Background: an optimization exercise with open tools, aiming at small area and a short achievable clock period. Do not read the settings as production practice.
Only simulation tests tie the RTL to the original design; equivalence was not proved.
No activity file was given, so power comes from the tool's default toggle rates.

run A:
// resize_controller
module resize_controller(
    clk,
    reset_n,
    enable,
    src_addr1,
    src_addr2,
    des_addr,
    stage_flag,
    fraction_part,
    done
);
  input wire clk;
  input wire reset_n;
  input wire enable;
  output reg  done, stage_flag;
  output wire [23-1:0] src_addr1, src_addr2;
  output wire [23-1:0] des_addr;
  output wire [15:0] fraction_part;
  reg [19:0] des;       
  reg [1:0]  colh;      
  reg [19:0] s1;        
  reg [7:0]  g;         
  reg [10:0] fr;        
  assign des_addr      = {3'b000, des};
  assign src_addr1     = {3'b000, s1};
  reg         a1, a384, c7, c9, c4, c13, c17;
  wire        a1_n, a384_n, c7_n, c9_n, c4_n, c13_n, c17_n;
  reg  [19:0] s2;
  integer     m;
  always @* begin
    for (m = 0; m < 4; m = m + 1)
      s2[m] = s1[m] ^ (a1 & (&(s1[3:0] | ~((4'd1 << m) - 4'd1))));
    for (m = 4; m < 7; m = m + 1)
      s2[m] = s1[m] ^ (c4 & (&(s1[6:4] | ~((3'd1 << (m - 4)) - 3'd1))));
    s2[7] = s1[7] ^ (a384 | c7);
    s2[8] = s1[8] ^ (a384 ? ~s1[7] : (c7 & s1[7]));
    for (m = 9; m < 13; m = m + 1)
  ...
Size: ~70 flip-flops.
==> flow/config.mk <==
export PLATFORM = sky130hd
export DESIGN_NAME = resize_controller
export DESIGN_NICKNAME = resize_controller
export VERILOG_FILES = /design/flow/design.v
export SDC_FILE = /design/flow/constraint.sdc
export NUM_CORES = 4
export LEC_CHECK = 0
export CAP_MARGIN = 20
export CORE_MARGIN = 2
export CORE_UTILIZATION = 60
export PLACE_DENSITY = 0.75
export SLEW_MARGIN = 20
==> flow/constraint.sdc <==
create_clock -name core_clock -period 32.0 [get_ports {clk}]
set_input_delay 6.4000 -clock core_clock [delete_from_list [all_inputs] [get_ports {clk}]]
set_output_delay 6.4000 -clock core_clock [all_outputs]
set_load 0.01 [all_outputs]
standard.sh (not shown) runs the stock make flow with config.mk's settings and CLKGATE_MAP_FILE= SYNTH_SCRIPT=/design/flow/synth_recipe.tcl, a recipe that flattens the netlist after the stock synthesis.
==> flow/flow/run.sh <==
#!/bin/bash
set -euo pipefail
bash standard.sh "BUFFER_PORTS_ARGS=-buffer_cell sky130_fd_sc_hd__buf_1" \
  "CTS_ARGS=-sink_clustering_enable -repair_clock_nets -dont_use_dummy_load -buf_list sky130_fd_sc_hd__clkbuf_4 -root_buf sky130_fd_sc_hd__clkbuf_8" \
  "SETUP_SLACK_MARGIN=24.2" finish > flow_make.log 2>&1
Relative to run A, the following input files were edited for run B:
Settings: changing PLACE_DENSITY from 0.75 to 0.6; changing CORE_UTILIZATION from 60 to 40.
==> flow/flow/run.sh <==
#!/bin/bash
set -euo pipefail
bash standard.sh "BUFFER_PORTS_ARGS=-buffer_cell sky130_fd_sc_hd__buf_1" \
  "CTS_ARGS=-sink_clustering_enable -repair_clock_nets -dont_use_dummy_load -buf_list sky130_fd_sc_hd__clkbuf_4 -root_buf sky130_fd_sc_hd__clkbuf_8" \
  "SETUP_SLACK_MARGIN=24.0" finish > flow_make.log 2>&1
### Flow results
Run A → run B: largest fanout of any net on the critical path grew by 4, worst setup timing slack at the placement stage now smaller. On worst path setup slack after routing, the higher figure sits with run A, not run B. Summary of run B over run A: clock-buffer cell count flat; depth of the most critical reg-to-reg path shows an increase of 2. Area of placed instances was higher in the run labelled run B. Run B vs run A — number of placed cells counting well taps climbed by a little under 10%. Taking run A over run B, the count of plain and timing-repair buffers ratio works out to 1.08. Min relative max-transition margin across run A and run B: run B. Looking at period utilization, run B sits 0.24 points higher than run A does.
Here is what was changed in the inputs of run C compared with run B.
==> flow/flow/run.sh <==
#!/bin/bash
set -euo pipefail
bash standard.sh "BUFFER_PORTS_ARGS=-buffer_cell sky130_fd_sc_hd__buf_1" \
  "CTS_ARGS=-sink_clustering_enable -repair_clock_nets -dont_use_dummy_load -buf_list sky130_fd_sc_hd__clkbuf_4 -root_buf sky130_fd_sc_hd__clkbuf_8" \
  "SETUP_SLACK_MARGIN=24.2" finish > flow_make.log 2>&1
Results
Run C: full flow OK, the timing, DRC and antenna checks passed
On register fraction of the total cell area, run B and run C are neck and neck.
| core utilization | run C vs run B | 0.50 points higher |
Lower combinational share of power among run B and run C: run B
From run B to run C the numbers moved as follows: post-synthesis to final-layout area growth grew by 1.2 points; total chip power saw an increase.
On longest individual stage delay on the worst path: between run B and run C, it ends up higher for run B.
Looking at slowest stage cell on the critical path, the sky130_fd_sc_hd__dfrtp_2 result is from run C; the sky130_fd_sc_hd__dfrtp_1 one comes from run B.
Sort run B and run C by cell area after layout asc -> top: run B

## re-timing with driven ports
Ports are ideal in the flow. The routed layouts listed here were re-timed in OpenROAD. Step 1, drivers: a clkbuf_16 drives clk and a buf_2 each remaining input, both assumed. Step 2, shift: input delay + t, output delay - t, t = (earliest + latest rising clock arrival at the registers) / 2. This alone moves slack from input paths to output paths. Three values: no drivers, after step 1, after step 2; two values: the first two.
run	shift t [ns]	setup WS [ns]	worst setup path at the end	slew at the worst register clock pin (ns)
run A	0.371	24.251 / 24.218 / 24.001	input to register	0.08 / 0.08
run B	0.376	24.173 / 24.140 / 23.811	input to register	0.08 / 0.08
run C	0.371	24.284 / 24.252 / 23.957	input to register	0.08 / 0.08
After both steps every run listed still meets setup and hold. The setup slack of run B, which loses most, moves by -0.033 ns with the drivers and by -0.362 ns with both steps.
